This is an optimization exercise on Yosys and OpenROAD, whose aim is small area, a short achievable clock period and few clock cycles per item, not a production implementation.
Function was checked by simulation only, so behaviour that the tests miss may differ from the original.

==> flow/design.v, too long to show whole: its modules and the start of the top module <==
// module mult: 2862 lines
// module mult_bsel: 10 lines
// module mult_fa: 10 lines
// module mult_ha: 9 lines
// module mult_gpnn: 8 lines
// module mult_gpnnx: 11 lines
// module mult_gpnp: 8 lines
// module mult_gppn: 8 lines
// module mult_gppp: 8 lines
// module mult_gpppx: 11 lines
module mult #(
    parameter int INPUT_WIDTH = 32,
    parameter bit IS_SIGNED   = 1'b0
) (
    input logic aclk,
    input logic arst_n,
    input  logic [              1:0] in_tvalid,
    output logic [              1:0] in_tready,
    input  logic [2*INPUT_WIDTH-1:0] in_tdata,
    output logic                     out_tvalid,
    input  logic                     out_tready,
    output logic [2*INPUT_WIDTH-1:0] out_tdata
);
  // ...
==> flow/flow/run.sh <==
#!/bin/bash
# The standard layout with three changes to how it is made:
#  - flow/downsize.tcl (before floorplan) sets every combinational cell to the
#    smallest drive strength of its function; the repair steps size up what
#    the placed loads and timing need,
#  - buffers that synthesis inserted are removed at floorplan (the repair
#    steps buffer the placed nets instead),
#  - the timing repair keeps SETUP_SLACK_MARGIN ns of setup slack, so it
#    aims below the clock period.
# make's output goes to flow_make.log; each ORFS step logs under orfs/logs.
set -euo pipefail
here=$(pwd)
bash standard.sh SETUP_SLACK_MARGIN=6.2 REMOVE_ABC_BUFFERS=1 \
  PRE_FLOORPLAN_TCL="$here/flow/downsize.tcl" finish > flow_make.log 2>&1
==> flow/flow/downsize.tcl <==
# Before floorplan: give every combinational cell the smallest drive strength
# of its function, so that repair_design and repair_timing size up only the
# cells that the placed design's loads and timing need. Registers, clock
# buffers, tie cells and physical cells are left as synthesis made them.
set dont_use {}
if {[info exists ::env(DONT_USE_CELLS)]} { set dont_use $::env(DONT_USE_CELLS) }
set db [ord::get_db]
set smallest [dict create]
foreach lib [$db getLibs] {
  foreach m [$lib getMasters] {
    set n [$m getName]
    if {![regexp {^(sky130_fd_sc_hd__[a-z0-9]+)_([0-9]+)$} $n -> base drv]} { continue }
    set skip 0
    foreach pat $dont_use { if {[string match $pat $n]} { set skip 1 } }
    if {$skip} { continue }
    set area [expr {[$m getWidth] * [$m getHeight]}]
    if {![dict exists $smallest $base] || $area < [lindex [dict get $smallest $base] 1]} {
      dict set smallest $base [list $m $area]
    }
  }
}
set swapped 0
foreach inst [[ord::get_db_block] getInsts] {
  set m [$inst getMaster]
  set n [$m getName]
  if {![regexp {^(sky130_fd_sc_hd__([a-z0-9]+))_([0-9]+)$} $n -> base short drv]} { continue }
  if {[regexp {^(df|edf|sdf|dl|clk|conb|tap|fill|decap|diode|lpflow)} $short]} { continue }
  if {![dict exists $smallest $base]} { continue }
  set new [lindex [dict get $smallest $base] 0]
  if {$new ne $m && [$new getName] ne $n} {
    if {[$inst swapMaster $new]} { incr swapped }
  }
}
puts "downsize: $swapped cells set to their smallest drive strength"
==> flow/standard.sh <==
#!/bin/bash
# synth_recipe.tcl (not shown) runs the flow's synth.tcl, then flattens the netlist and writes it again
# the make line also repeats each setting of config.mk as NAME=value (left out here)
make -C /OpenROAD-flow-scripts/flow DESIGN_CONFIG=/design/flow/config.mk WORK_HOME=/design/flow/orfs CLKGATE_MAP_FILE= SYNTH_SCRIPT=/design/flow/synth_recipe.tcl "${@:-finish}"
==> flow/config.mk <==
export PLATFORM = sky130hd
export DESIGN_NAME = mult
export DESIGN_NICKNAME = mult
export VERILOG_FILES = /design/flow/design.v
export SDC_FILE = /design/flow/constraint.sdc
export NUM_CORES = 4
export LEC_CHECK = 0
export ABC_AREA = 0
export CAP_MARGIN = 20
export CORE_MARGIN = 2
export CORE_UTILIZATION = 40
export PLACE_DENSITY = 0.6
export SLEW_MARGIN = 20
export SYNTH_HIERARCHICAL = 1
==> flow/constraint.sdc <==
create_clock -name core_clock -period 11.0 [get_ports {aclk}]
set_input_delay 2.2000 -clock core_clock [delete_from_list [all_inputs] [get_ports {aclk}]]
set_output_delay 2.2000 -clock core_clock [all_outputs]
set_load 0.01 [all_outputs]
==> flow_summary.json, run 1 <==
{
  "met2_usage_pct": 45.61,
  "drive_gt1_share_pct": 17.64,
  "synth_cells": 2532,
  "h-tree-depth": 4,
  "multi_input_area_um2": 24450,
  "period_share_pct": 43.89,
  "whs_ns": 0.4901,
  "clock_area_share_pct": 1.574,
  "hold_end": "v2_r",
  "crit_start": "out_tready",
  "viasPerCell": 6.370,
  "worst_slack_ns": 6.173,
  "start_util_pct": 40.21,
  "design.seq.count": 192,
  "reg2reg_from": "one[2]",
  "clkbuf_count": 17,
  "io-pin-count": 136,
  "path_max_fanout": 4,
  "buffer_area_share_pct": 8.764,
  "stdcell_area_um2": 35210,
  "r2r_end": "lc_r",
  "cp_slowest_cell": "buf_2",
  "firstDrtPassIters": 8,
  "status": "timing/DRC/antenna clean",
  "timing.fmax_mhz": 207.2,
  "cp.depth": 4,
  "endpoint_kind": "output pin",
  "vias": 24180,
  "layout_common_cells": "xnor2_1 (557), fa_1 (476), a22oi_1 (473)",
  "biggestCellCategory": "multi-input gates",
  "layout_commonest_cell": "xnor2_1",
  "crit_type": "in2out",
  "critPathArrivalTime_ns": 2.63,
  "cts_buffers": 17,
  "antenna_cells": 0,
  "crit_chain": "buf_8, nor2_4, nor2b_1, buf_2",
  "place_ws_ns": 5.246,
  "utilization_pct": 49.42
}
Testbench counts, summed over its fixed seeds: cycles 3,216, items 3,200.
==> inputs of run 2 (changes only) <==
==> flow/flow/run.sh (replaced) <==
#!/bin/bash
# The standard layout with four changes to how it is made:
#  - flow/downsize.tcl (before floorplan) sets every combinational cell to the
#    smallest drive strength of its function; the repair steps size up what
#    the placed loads and timing need,
#  - buffers that synthesis inserted are removed at floorplan (the repair
#    steps buffer the placed nets instead),
#  - the port buffers start as buf_1 (repair sizes them up where needed),
#  - the timing repair keeps SETUP_SLACK_MARGIN ns of setup slack, so it
#    aims below the clock period.
# make's output goes to flow_make.log; each ORFS step logs under orfs/logs.
set -euo pipefail
here=$(pwd)
bash standard.sh SETUP_SLACK_MARGIN=6.2 REMOVE_ABC_BUFFERS=1 \
  "BUFFER_PORTS_ARGS=-buffer_cell sky130_fd_sc_hd__buf_1" \
  PRE_FLOORPLAN_TCL="$here/flow/downsize.tcl" finish > flow_make.log 2>&1
--- a/flow/config.mk
+++ b/flow/config.mk
@@ -8,7 +8,7 @@
 export ABC_AREA = 0
 export CAP_MARGIN = 20
 export CORE_MARGIN = 2
-export CORE_UTILIZATION = 40
-export PLACE_DENSITY = 0.6
+export CORE_UTILIZATION = 55
+export PLACE_DENSITY = 0.7
 export SLEW_MARGIN = 20
 export SYNTH_HIERARCHICAL = 1
==> run 2 against run 1 <==
Against the previous run: still clean; critical path depth is 1 lower; first-iteration DRC count is 30% higher; sequential cell count stayed put; count of clock-buffer cells in the layout stayed put; hold slack worse by 0.0078 ns; cell area is 5.1% lower; final cell count is 8.2% lower; sequential share of layout area is 0.87 points higher; synthesized cell count stayed put.
==> flow_summary.json, run 2 <==
{
  "status": "timing/DRC/antenna clean",
  "busiest_layer": "met2",
  "drtIter0Drc": 3620,
  "gr-total-overflow": 0,
  "viasPerCell": 6.979,
  "endpoint_kind": "output pin",
  "worst_slack_ns": 6.186,
  "min_path_type": "reg2reg",
  "grt_pass1_wl_um": 155800,
  "wirelength_um": 105600,
  "cts_tree": "done",
  "final_nets": 3433,
  "drv_cap": 0,
  "core_area_um2": 51410,
  "yosys_warnings": 7,
  "critPathArrivalTime_ns": 2.61,
  "crit_start": "in_tvalid[1]",
  "grt_max_degree": 84,
  "period_share_pct": 43.76,
  "relSlewSlack_pct": 31.58,
  "clockBufferDepth": 2,
  "antenna_found_initial": 2,
  "layout_commonest_cell": "xnor2_1",
  "ant_nets": 0,
  "grt_usage_pct": 39.04,
  "clock-sinks": 192,
  "cts_buffers": 17,
  "hold_violations": 0,
  "r2r_end": "c_r[32]",
  "drc_errors": 0,
  "dpl_cell_area_um2": 30610,
  "worstMarginPinSlew_ns": 1.026,
  "gp_congestion": 0.9207,
  "cts_root_buffer": "clkbuf_16",
  "reg.largest.list": "c_r (44), s_r (44), a (32)",
  "io-pin-count": 136,
  "fin_crit_ns": 4.814,
  "setup_viol": 0,
  "grt_util_met1_pct": 53.41,
  "die_h_um": 232.2,
  "firstDrtPassIters": 11,
  "start_util_pct": 55.72,
  "start_kind": "input pin",
  "skew_ns": 0.01874,
  "timing.fmax_mhz": 207.7,
  "placed_cells": 3422,
  "clk_pin_slew_ns": 0.08,
  "reg2reg_from": "a[26]",
  "path_max_fanout": 3,
  "num_rows": 83,
  "synth_cells": 2532,
  "required_ns": 8.80,
  "reg2reg_setup_slack_ns": 6.28,
  "stdcell_area_um2": 33420,
  "stdcell_count": 3482,
  "drive_gt1_share_pct": 14.85,
  "dp.final_hpwl_um": 66550,
  "endpoint": "in_tready[0]",
  "setup-tns-final_ns": 0,
  "clkLatencyLatePin_ns": 0.50,
  "rsz0062_at_grt": "true",
  "met2_usage_pct": 56.35,
  "reg2reg_depth": 10,
  "portBuffers": 135,
  "drv_slew": 0,
  "wire_per_inst_um": 30.33,
  "holdPathStages": 2,
  "use_met3_pct": 14.35,
  "layout_common_cells": "xnor2_1 (559), a22oi_1 (479), fa_1 (478)",
  "place_ws_ns": 5.914,
  "die_w_um": 232.2,
  "grt_pass1_vias": 25890,
  "h-tree-depth": 4,
  "crit_type": "in2out",
  "vias": 24300,
  "dieArea_um2": 53920,
  "antenna_cells": 0,
  "cts_hold_buf": 0
}
## run 2: cell count changes in the layout (fill, tap and decap cells not counted), moves of 7 or more
cell,delta
buf_8,+8
bufbuf_16,-8
a21oi_2,-16
buf_6,-7
buf_1,+119
a21oi_1,+14
clkdlybuf4s50_1,-90
buf_4,-27
dlygate4sd2_1,-16
nor2_2,-7
## run 2: critical path, stage by stage
cell and delay (ns):
clkbuf_2 0.11, nor2b_1 0.16, clkbuf_2 0.15
## run 2: metal layers
layer  vias to the layer above  share of wire (%)
li1                       9696                  -
met1                     12180                 38
met2                      2051                 44
met3                       375                 14
met4                         2                3.9
met5                         -              0.017
## run 2: worst min-delay path by stage
| stage | start | endpoint | slack (ns) |
|---|---|---|---|
| 5_1_grt | v1_r | v2_r | 0.52 |
| 3_3_place_gp | v1_r | v2_r | 0.46 |
| 6_report | v1_r | v2_r | 0.48 |
| 2_1_floorplan | v1_r | v2_r | 0.44 |
| 3_5_place_dp | v1_r | room_r | 0.48 |
| 4_1_cts | v1_r | v2_r | 0.48 |
## run 2: layout make-up
| cell class | instances | area (um^2) |
|---|---|---|
| clock buffers | 17 | 425.4 |
| inverters | 50 | 187.7 |
| clock inverters | 14 | 165.2 |
| well taps | 680 | 850.8 |
| repair buffers | 247 | 1764 |
| flip-flops and latches | 192 | 5736 |
| multi-input cells | 2282 | 24290 |
| fillers | 4069 | 17980 |
## run 2: timing repair
item	CTS	global route
resized for setup	247	301
pin swaps	20	39
setup buffers	20	9
endpoints found under the setup margin	47	36
## run 2: per-stage QoR
step	hold WS, ns	utilization, %
global placement	0.4577	59.52
global route	0.5238	65.02
finish	0.4824	65.02
floorplan	0.4427	-
CTS	0.4841	62.52
detailed placement	0.4780	59.54
==> inputs of run 3 (changes only) <==
--- a/flow/flow/run.sh
+++ b/flow/flow/run.sh
@@ -11,6 +11,6 @@
 # make's output goes to flow_make.log; each ORFS step logs under orfs/logs.
 set -euo pipefail
 here=$(pwd)
-bash standard.sh SETUP_SLACK_MARGIN=6.2 REMOVE_ABC_BUFFERS=1 \
+bash standard.sh SETUP_SLACK_MARGIN=5.8 REMOVE_ABC_BUFFERS=1 \
   "BUFFER_PORTS_ARGS=-buffer_cell sky130_fd_sc_hd__buf_1" \
   PRE_FLOORPLAN_TCL="$here/flow/downsize.tcl" finish > flow_make.log 2>&1
==> run 3 against run 2 <==
Against the previous run: final cell count decreased by 0.75%; synthesized cell count is the same; sequential share of layout area grew 1.1 points; first-iteration DRC count down 3.6%; sequential cell count did not move; worst setup slack worse by 0.26 ns; count of clock-buffer cells in the layout unchanged; global-route usage decreased by 0.33 points; hold slack got worse by 0.0026 ns; critical path depth is 6 higher; highest routed layer is now met4.
==> flow_summary.json, run 3 <==
{
  "holdPathStages": 2,
  "place_ws_ns": 5.914,
  "use_met3_pct": 14.12,
  "portBuffers": 135,
  "cts_tree": "done",
  "start_kind": "register",
  "endpoint_kind": "output pin",
  "dieArea_um2": 53920,
  "filler_cell_count": 4323,
  "core_area_um2": 51410,
  "busiest_layer": "met2",
  "antenna_found_initial": 0,
  "wirelength_um": 103200,
  "wire_per_inst_um": 29.87,
  "reg2reg_depth": 16,
  "cts_root_buffer": "clkbuf_16",
  "layout_common_cells": "xnor2_1 (563), a22oi_1 (496), fa_1 (480)",
  "path_max_fanout": 4,
  "setup-tns-final_ns": 0,
  "hold_violations": 0,
  "firstDrtPassIters": 7,
  "status": "timing/DRC/antenna clean",
  "min_path_type": "reg2reg",
  "die_h_um": 232.2,
  "cts_buffers": 17,
  "whs_ns": 0.4797,
  "critPathArrivalTime_ns": 2.87,
  "timing.fmax_mhz": 197.2,
  "drc_errors": 0,
  "gp_congestion": 0.9207,
  "viasPerCell": 6.905,
  "crit_type": "reg2out",
  "fin_crit_ns": 5.071,
  "ant_nets": 0,
  "required_ns": 8.80,
  "synth_cells": 2532,
  "clockBufferDepth": 2,
  "clk_pin_slew_ns": 0.09,
  "grt_usage_pct": 38.71,
  "num_rows": 83,
  "worst_slack_ns": 5.929,
  "h-tree-depth": 4,
  "drtIter0Drc": 3490,
  "period_share_pct": 46.10,
  "yosys_warnings": 7,
  "grt_util_met1_pct": 53.14,
  "grt_pass1_wl_um": 154200,
  "drive_gt1_share_pct": 5.151,
  "min-delay-start": "v1_r",
  "start_util_pct": 55.72,
  "worstMarginPinSlew_ns": 1.013,
  "drv_cap": 0,
  "layout_commonest_cell": "xnor2_1",
  "gr-total-overflow": 0,
  "clkLatencyLatePin_ns": 0.50,
  "met2_usage_pct": 55.54,
  "grt_pass1_vias": 25560,
  "final_nets": 3407,
  "clock-sinks": 192,
  "cts_hold_buf": 0,
  "crit_start": "s_r[41]",
  "dp.final_hpwl_um": 66550,
  "grt_max_degree": 84,
  "vias": 23860,
  "placed_cells": 3422,
  "antenna_cells": 0,
  "reg2reg_from": "a[13]",
  "drv_slew": 0,
  "stdcell_count": 3456,
  "reg.largest.list": "c_r (44), s_r (44), a (32)",
  "rsz0062_at_grt": "true",
  "skew_ns": 0.01644,
  "setup_viol": 0,
  "relSlewSlack_pct": 32.45,
  "io-pin-count": 136,
  "die_w_um": 232.2
}
run 3: per-stage QoR:
step	util [%]	cell area (um^2)
after floorplan	-	28610
after global placement	59.52	30590
after detailed placement	59.54	30610
after CTS	60.73	31220
after global routing	61.00	31360
final	61.00	31360
run 3: layer usage:
layer	vias up	routed length [um]
li1	9631	-
met1	11860	39770
met2	1978	43860
met3	390	15230
met4	0	4374
met5	-	0
run 3: worst paths after layout:
kind	slack, ns	end
max	5.93	out_tdata[56]
max reg2reg	5.94	lc_r
min	0.48	v2_r
min reg2reg	0.48	v2_r
run 3: critical path, cell delays in order (launching register included):
cell      delay [ns]
edfxtp_1        0.41
ha_1            0.45
nand2_1         0.12
nor2_1          0.19
nand2_1         0.13
nor2_1          0.20
nand2_1         0.07
o21ai_0         0.40
xor2_1          0.23
buf_1           0.18
run 3: repair_timing:
item / 4_1_cts / 5_1_grt
setup endpoints to repair: 15 / 15
pin swaps: 0 / 1
gates resized for setup: 10 / 37
setup buffers: 0 / 3
run 3: area by class of cell:
cell class,instances,area (um^2),area share [%]
Multi-Input combinational cell,2282,22790,72.68
Sequential cell,192,5736,18.29
Timing Repair Buffer,221,1201,3.830
Tap cell,680,850.8,2.713
Clock buffer,17,425.4,1.357
Inverter,50,187.7,0.5985
Clock inverter,14,165.2,0.5267
==> inputs of run 4 (changes only) <==
--- a/flow/flow/run.sh
+++ b/flow/flow/run.sh
@@ -11,6 +11,6 @@
 # make's output goes to flow_make.log; each ORFS step logs under orfs/logs.
 set -euo pipefail
 here=$(pwd)
-bash standard.sh SETUP_SLACK_MARGIN=5.8 REMOVE_ABC_BUFFERS=1 \
+bash standard.sh SETUP_SLACK_MARGIN=6.05 REMOVE_ABC_BUFFERS=1 \
   "BUFFER_PORTS_ARGS=-buffer_cell sky130_fd_sc_hd__buf_1" \
   PRE_FLOORPLAN_TCL="$here/flow/downsize.tcl" finish > flow_make.log 2>&1
==> run 4 against run 3 <==
Against the previous run: first-iteration DRC count is 0.74% higher; non-clock buffer count grew 9; count of clock-buffer cells in the layout is the same; via count is 0.90% higher; still clean; sequential cell count is the same; register-to-register slack gained 0.09 ns; clock skew barely moved; hold slack gained 0.0027 ns; synthesized cell count stayed put.
==> flow_summary.json, run 4 <==
{
  "worst_slack_ns": 6.033,
  "status": "timing/DRC/antenna clean",
  "critical-path-top-delay-family": "adder cells",
  "cp_slowest_cell": "edfxtp_1",
  "layout_common_cells": "xnor2_1 (562), a22oi_1 (492), fa_1 (480)",
  "die_h_um": 232.2,
  "min-delay-start": "v1_r",
  "start_kind": "register",
  "crit_type": "reg2reg",
  "cp.depth": 9,
  "holdPathStages": 2,
  "critPathArrivalTime_ns": 5.16,
  "synth_cells": 2532,
  "core_area_um2": 51410,
  "min_path_type": "reg2reg",
  "drive_gt1_share_pct": 9.264,
  "antenna_cells": 0,
  "cts_tree": "done",
  "wl_met1_um": 39870,
  "wirelength_um": 103600,
  "worstMarginPinSlew_ns": 1.009,
  "die_w_um": 232.2,
  "drv_slew": 0,
  "ant_nets": 0,
  "crit_top_cell": "fa_1",
  "rsz0062_at_grt": "true",
  "clk_pin_slew_ns": 0.09,
  "grt_usage_pct": 38.79,
  "wl_met2_um": 44280,
  "cts_root_buffer": "clkbuf_16",
  "setup-tns-final_ns": 0,
  "yosys_warnings": 7,
  "grt_pass1_wl_um": 154500,
  "dp.final_hpwl_um": 66550,
  "cts_buffers": 17,
  "crit_path_max_incr_delay_ns": 0.95,
  "reg.largest.list": "c_r (44), s_r (44), a (32)",
  "layout_commonest_cell": "xnor2_1",
  "endpoint_kind": "register",
  "crit_buf_inv": 1,
  "firstDrtPassIters": 10,
  "reg2reg_from": "two[14]",
  "io-pin-count": 136,
  "grt_max_degree": 84,
  "final_nets": 3416,
  "reg2reg_depth": 9,
  "drc_errors": 0,
  "viasPerCell": 6.948,
  "num_rows": 83,
  "top_layer_used": "met4",
  "crit_start": "two[14]",
  "fin_crit_ns": 4.967,
  "grt_pass1_vias": 25630,
  "wire_per_inst_um": 29.89,
  "required_ns": 11.20,
  "crit_chain": "buf_4, a22oi_1, xnor2_1, fa_1, fa_1, fa_1, fa_1, fa_1, fa_1",
  "place_ws_ns": 5.914,
  "period_share_pct": 45.16,
  "skew_ns": 0.01675,
  "gp_congestion": 0.9207,
  "vias": 24080,
  "met3RoutedLength_um": 15190,
  "setup_viol": 0,
  "clkLatencyLatePin_ns": 0.50,
  "timing.fmax_mhz": 201.3,
  "relSlewSlack_pct": 32.74,
  "dieArea_um2": 53920,
  "cts_hold_buf": 0,
  "h-tree-depth": 4,
  "drv_cap": 0,
  "antenna_found_initial": 0,
  "start_util_pct": 55.72,
  "path_max_fanout": 17,
  "hold_violations": 0,
  "drtIter0Drc": 3516,
  "clock-sinks": 192,
  "portBuffers": 135,
  "gr-total-overflow": 0,
  "clockBufferDepth": 2
}
[run 4: stage by stage]
stage / area, um^2 / utilization [%] / instances / hold WS (ns)
floorplan: 28610 / - / 2524 / 0.4427
global placement: 30590 / 59.52 / 3421 / 0.4577
detailed placement: 30610 / 59.54 / 3422 / 0.4780
CTS: 31430 / 61.14 / 3461 / 0.4841
global route: 32060 / 62.37 / 3465 / 0.5239
finish: 32060 / 62.37 / 3465 / 0.4824
[run 4: worst register-to-register path, stage by stage, from the launching register on]
cell and delay (ns):
edfxtp_1 0.95, buf_4 0.41, a22oi_1 0.15, xnor2_1 0.19
fa_1 0.55, fa_1 0.48, fa_1 0.51, fa_1 0.40
fa_1 0.51, fa_1 0.52
[run 4: timing repair]
item / in CTS / in global routing
pin swaps: 4 / 13
setup buffers: 8 / 4
gates resized for setup: 70 / 214
endpoints found under the setup margin: 34 / 31
[run 4: routing by layer]
metal | GRT usage, % | vias up
met3 | 14.24 | 400
met1 | 53.25 | 11960
met5 | 0 | -
met2 | 55.60 | 2047
met4 | 15.79 | 0
li1 | - | 9671
[run 4: path summary, 6_finish.rpt]
path	to	slack [ns]
max	c_r[37]	6.03
min	v2_r	0.48
max reg2reg	c_r[37]	6.03
min reg2reg	v2_r	0.48
[run 4: cell type report]
class / instances / area, um^2
multi-input cells: 2282 / 23210
inverters: 50 / 187.7
fillers: 4240 / 19340
well taps: 680 / 850.8
repair buffers: 230 / 1491
clock buffers: 17 / 425.4
flip-flops and latches: 192 / 5736
clock inverters: 14 / 165.2
==> inputs of run 5 (changes only) <==
--- a/flow/config.mk
+++ b/flow/config.mk
@@ -8,7 +8,7 @@
 export ABC_AREA = 0
 export CAP_MARGIN = 20
 export CORE_MARGIN = 2
-export CORE_UTILIZATION = 55
-export PLACE_DENSITY = 0.7
+export CORE_UTILIZATION = 45
+export PLACE_DENSITY = 0.65
 export SLEW_MARGIN = 20
 export SYNTH_HIERARCHICAL = 1
==> run 5 against run 4 <==
Against the previous run: clock skew rose by 0.00080 ns; final cell count rose by 4.7%; critical path depth fell by 5; non-clock buffer count fell by 5; hold slack improved by 0.027 ns; critical path type is now in2out; via count fell by 1.9%.
==> flow_summary.json, run 5 <==
{
  "drtIter0Drc": 3313,
  "layout_commonest_cell": "xnor2_1",
  "clockBufferDepth": 2,
  "reg2reg_setup_slack_ns": 6.21,
  "worstMarginPinSlew_ns": 0.9445,
  "io-pin-count": 136,
  "grt_pass1_vias": 25390,
  "utilization_pct": 51.24,
  "dp.final_hpwl_um": 67650,
  "start_kind": "input pin",
  "setup-tns-final_ns": 0,
  "placed_cells": 3591,
  "cts_tree": "done",
  "timing.fmax_mhz": 203.8,
  "required_ns": 8.80,
  "grt_usage_pct": 31.50,
  "wire_per_inst_um": 28.58,
  "multi_input_area_um2": 23180,
  "reg2reg_from": "a[9]",
  "path_max_fanout": 5,
  "drv_slew": 0,
  "synth_cells": 2532,
  "setup_viol": 0,
  "drc_errors": 0,
  "drv_cap": 0,
  "status": "timing/DRC/antenna clean",
  "reg.largest.list": "c_r (44), s_r (44), a (32)",
  "core_area_um2": 62970,
  "r2r_end": "lc_r",
  "filler_cell_count": 5684,
  "cts_hold_buf": 0,
  "stdcell_count": 3628,
  "hold_end": "v2_r",
  "crit_type": "in2out",
  "drive_gt1_share_pct": 8.666,
  "start_util_pct": 45.49,
  "h-tree-depth": 4,
  "viasPerCell": 6.508,
  "critPathArrivalTime_ns": 2.71,
  "clk_pin_slew_ns": 0.08,
  "min_path_type": "reg2reg",
  "grt_pass1_wl_um": 156300,
  "period_share_pct": 44.60,
  "stdcell_area_um2": 32260,
  "endpoint_kind": "output pin",
  "fin_crit_ns": 4.907,
  "relSlewSlack_pct": 37.03,
  "reg2reg_depth": 16,
  "gr-total-overflow": 0,
  "holdPathStages": 2,
  "wirelength_um": 103700,
  "dpl_cell_area_um2": 30850,
  "die_w_um": 256.3,
  "antenna_found_initial": 2,
  "cts_buffers": 17,
  "min-delay-start": "v1_r",
  "gp_congestion": 0.9184,
  "num_rows": 92,
  "vias": 23610,
  "layout_common_cells": "xnor2_1 (563), a22oi_1 (495), fa_1 (479)",
  "yosys_warnings": 7,
  "skew_ns": 0.01755,
  "firstDrtPassIters": 9,
  "die_h_um": 256.3,
  "portBuffers": 135,
  "ff_latch_area_um2": 5736,
  "dieArea_um2": 65690,
  "grt_max_degree": 78,
  "hold_violations": 0,
  "ant_nets": 0,
  "clkLatencyLatePin_ns": 0.50,
  "clock-sinks": 192,
  "cts_root_buffer": "clkbuf_16",
  "rsz0062_at_grt": "true",
  "final_nets": 3411
}
==> run 5: worst max-delay path by stage <==
stage | start | endpoint | slack [ns] | cells past startpoint
final | out_tready | in_tready[1] | 6.09 | 4
after global routing | s_r[29] | out_tdata[52] | 5.99 | 9
after CTS | s_r[24] | out_tdata[54] | 5.98 | 9
after detailed placement | lc_r | out_tdata[63] | 5.95 | 8
after global placement | two[0] | lc_r | 5.58 | 15
after floorplan | out_tready | v2_r | 5.55 | 2
==> run 5: area by class of cell <==
class,instances,share of cell area [%]
inverter,50,0.5856
multi-input combinational,2282,71.85
antenna,1,0.007756
timing repair buffer,225,4.576
tap,846,3.281
clock buffer,17,1.318
sequential,192,17.78
clock inverter,15,0.6088
==> run 5: critical path: stages <==
cell	delay, ns
buf_2	0.13
nor2_2	0.17
nor2b_1	0.08
buf_1	0.13
==> run 5: layer usage <==
metal | wire length (um) | share of wire (%) | track usage [%]
met2 | 45190 | 44 | 46.98
met3 | 13670 | 13 | 10.24
met5 | 149 | 0.14 | 0
met4 | 3706 | 3.6 | 11.92
met1 | 40990 | 40 | 42.73
==> run 5: timing repair <==
item | in CTS | in global routing
cloned | 0 | 0
resized for setup | 67 | 206
pin swaps | 4 | 12
setup buffers | 2 | 2
setup endpoints to repair | 34 | 26
==> run 5: per-stage QoR <==
step / setup WS, ns / hold slack [ns]
after global routing: 5.988 / 0.5500
after detailed placement: 5.946 / 0.5110
final: 6.093 / 0.5094
after CTS: 5.980 / 0.5239
after global placement: 5.578 / 0.4511
after floorplan: 5.553 / 0.4427
==> inputs of run 6 (changes only) <==
--- a/flow/flow/run.sh
+++ b/flow/flow/run.sh
@@ -11,6 +11,6 @@
 # make's output goes to flow_make.log; each ORFS step logs under orfs/logs.
 set -euo pipefail
 here=$(pwd)
-bash standard.sh SETUP_SLACK_MARGIN=6.05 REMOVE_ABC_BUFFERS=1 \
+bash standard.sh SETUP_SLACK_MARGIN=6.15 REMOVE_ABC_BUFFERS=1 \
   "BUFFER_PORTS_ARGS=-buffer_cell sky130_fd_sc_hd__buf_1" \
   PRE_FLOORPLAN_TCL="$here/flow/downsize.tcl" finish > flow_make.log 2>&1
==> run 6 against run 5 <==
Against the previous run: critical path type unchanged; highest routed layer unchanged; global-route usage up 0.13 points; fmax rose by 1.9%; utilization rose by 0.78 points; count of clock-buffer cells in the layout is the same; still clean on timing, DRC and antenna; sequential cell count is the same.
==> flow_summary.json, run 6 <==
{
  "status": "timing/DRC/antenna clean",
  "firstDrtPassIters": 6,
  "grt_pass1_wl_um": 157000,
  "rsz0062_at_grt": "true",
  "setup-tns-final_ns": 0,
  "vias": 23800,
  "ant_nets": 0,
  "layout_common_cells": "xnor2_1 (562), a22oi_1 (489), fa_1 (478)",
  "synth_cells": 2532,
  "reg.largest.list": "c_r (44), s_r (44), a (32)",
  "portBuffers": 135,
  "period_share_pct": 43.76,
  "crit_start": "out_tready",
  "gr-total-overflow": 0,
  "hold_violations": 0,
  "min_path_type": "reg2reg",
  "critPathArrivalTime_ns": 2.61,
  "core_area_um2": 62970,
  "dieArea_um2": 65690,
  "worstMarginPinSlew_ns": 0.9530,
  "filler_cell_count": 5569,
  "yosys_warnings": 7,
  "endpoint_kind": "output pin",
  "crit_type": "in2out",
  "clk_pin_slew_ns": 0.07,
  "stdcell_count": 3632,
  "required_ns": 8.80,
  "cts_tree": "done",
  "grt_usage_pct": 31.62,
  "skew_ns": 0.01734,
  "utilization_pct": 52.03,
  "wire_per_inst_um": 28.66,
  "fin_crit_ns": 4.813,
  "die_h_um": 256.3,
  "drv_slew": 0,
  "grt_max_degree": 78,
  "clkLatencyLatePin_ns": 0.49,
  "r2r_end": "lc_r",
  "drc_errors": 0,
  "worst_slack_ns": 6.187,
  "num_rows": 92,
  "start_util_pct": 45.49,
  "start_kind": "input pin",
  "cts_buffers": 17,
  "drv_cap": 0,
  "gp_congestion": 0.9184,
  "drtIter0Drc": 3225,
  "clockBufferDepth": 2,
  "final_nets": 3415,
  "antenna_found_initial": 1,
  "wirelength_um": 104100,
  "io-pin-count": 136,
  "h-tree-depth": 4,
  "layout_commonest_cell": "xnor2_1",
  "path_max_fanout": 5,
  "dp.final_hpwl_um": 67650,
  "setup_viol": 0,
  "clock-sinks": 192,
  "place_ws_ns": 5.946,
  "drive_gt1_share_pct": 11.02,
  "relSlewSlack_pct": 36.47,
  "reg2reg_depth": 16,
  "grt_pass1_vias": 25490,
  "viasPerCell": 6.554,
  "timing.fmax_mhz": 207.8,
  "placed_cells": 3591,
  "endpoint": "in_tready[1]",
  "cts_root_buffer": "clkbuf_16",
  "reg2reg_from": "a[3]",
  "die_w_um": 256.3,
  "reg2reg_setup_slack_ns": 6.23
}
-- run 6: worst min-delay path by stage --
stage	slack, ns	depth (start not counted)	end	start
3_5_place_dp	0.51	2	v2_r	v1_r
5_1_grt	0.55	2	v2_r	v1_r
2_1_floorplan	0.44	2	v2_r	v1_r
6_report	0.51	2	v2_r	v1_r
3_3_place_gp	0.45	2	v2_r	v1_r
4_1_cts	0.52	2	v2_r	v1_r
-- run 6: worst max-delay path, cell delays in order --
cell     delay, ns
buf_4         0.13
nor2_4        0.09
nor2b_1       0.05
buf_2         0.13
-- run 6: metal layers --
metal | track usage (%) | vias to the layer above | wire, um
li1 | - | 9649 | -
met1 | 42.71 | 12050 | 40890
met2 | 47.18 | 1790 | 45580
met3 | 10.45 | 316 | 13820
met4 | 12.13 | 2 | 3642
met5 | 0 | - | 149
-- run 6: area by class of cell --
class / instances / area [um^2] / share of cell area, %
tap: 846 / 1059 / 3.231
clock buffer: 17 / 425.4 / 1.299
inverter: 50 / 188.9 / 0.5767
antenna: 1 / 2.502 / 0.007639
timing repair buffer: 229 / 1555 / 4.748
clock inverter: 15 / 196.4 / 0.5996
multi-input combinational: 2282 / 23600 / 72.03
sequential: 192 / 5736 / 17.51
-- run 6: timing repair --
item / CTS / global route
pin swaps: 16 / 16
setup buffers: 7 / 1
gates resized for setup: 193 / 191
endpoints found under the setup margin: 39 / 30
hold buffers: 0 / 0
-- run 6: metrics by stage --
stage | instance area (um^2) | hold WS, ns
final | 32760 | 0.5124
after global routing | 32760 | 0.5500
after CTS | 32100 | 0.5239
after detailed placement | 30850 | 0.5110
after global placement | 30820 | 0.4511
after floorplan | 28610 | 0.4427

[afterwards: timing with drivers on the ports]
Ports are ideal in the flow. The routed layouts listed here were re-timed in OpenROAD.
Step 1 (the two cells are an assumption about what drives the block):
set clk [get_ports {aclk}]
set_driving_cell -lib_cell sky130_fd_sc_hd__clkbuf_16 $clk
set_driving_cell -lib_cell sky130_fd_sc_hd__buf_2 [delete_from_list [all_inputs] $clk]
Step 2, shift: input delay + t, output delay - t, t = (earliest + latest rising clock arrival at the registers) / 2. This alone moves slack from input paths to output paths.
Slacks: ideal ports / drivers / drivers and shift; pairs: ideal ports / drivers.
run	t (ns)	setup slack, ns	worst setup path after step 2	cell pins on the clock port's net
run 1	0.544	6.173 / 6.124 / 6.132	input to output	1
run 2	0.556	6.186 / 6.125 / 6.138	input to output	1
run 3	0.554	5.929 / 5.867 / 5.935	register to register	1
run 4	0.556	6.033 / 5.999 / 6.033	register to register	1
run 5	0.546	6.093 / 6.071 / 6.071	input to output	1
run 6	0.544	6.187 / 6.140 / 6.162	input to output	1
After both steps setup and hold are still met in every run listed. For run 2, which loses most, drivers alone change the setup slack by -0.061 ns; drivers and shift together by -0.048 ns.
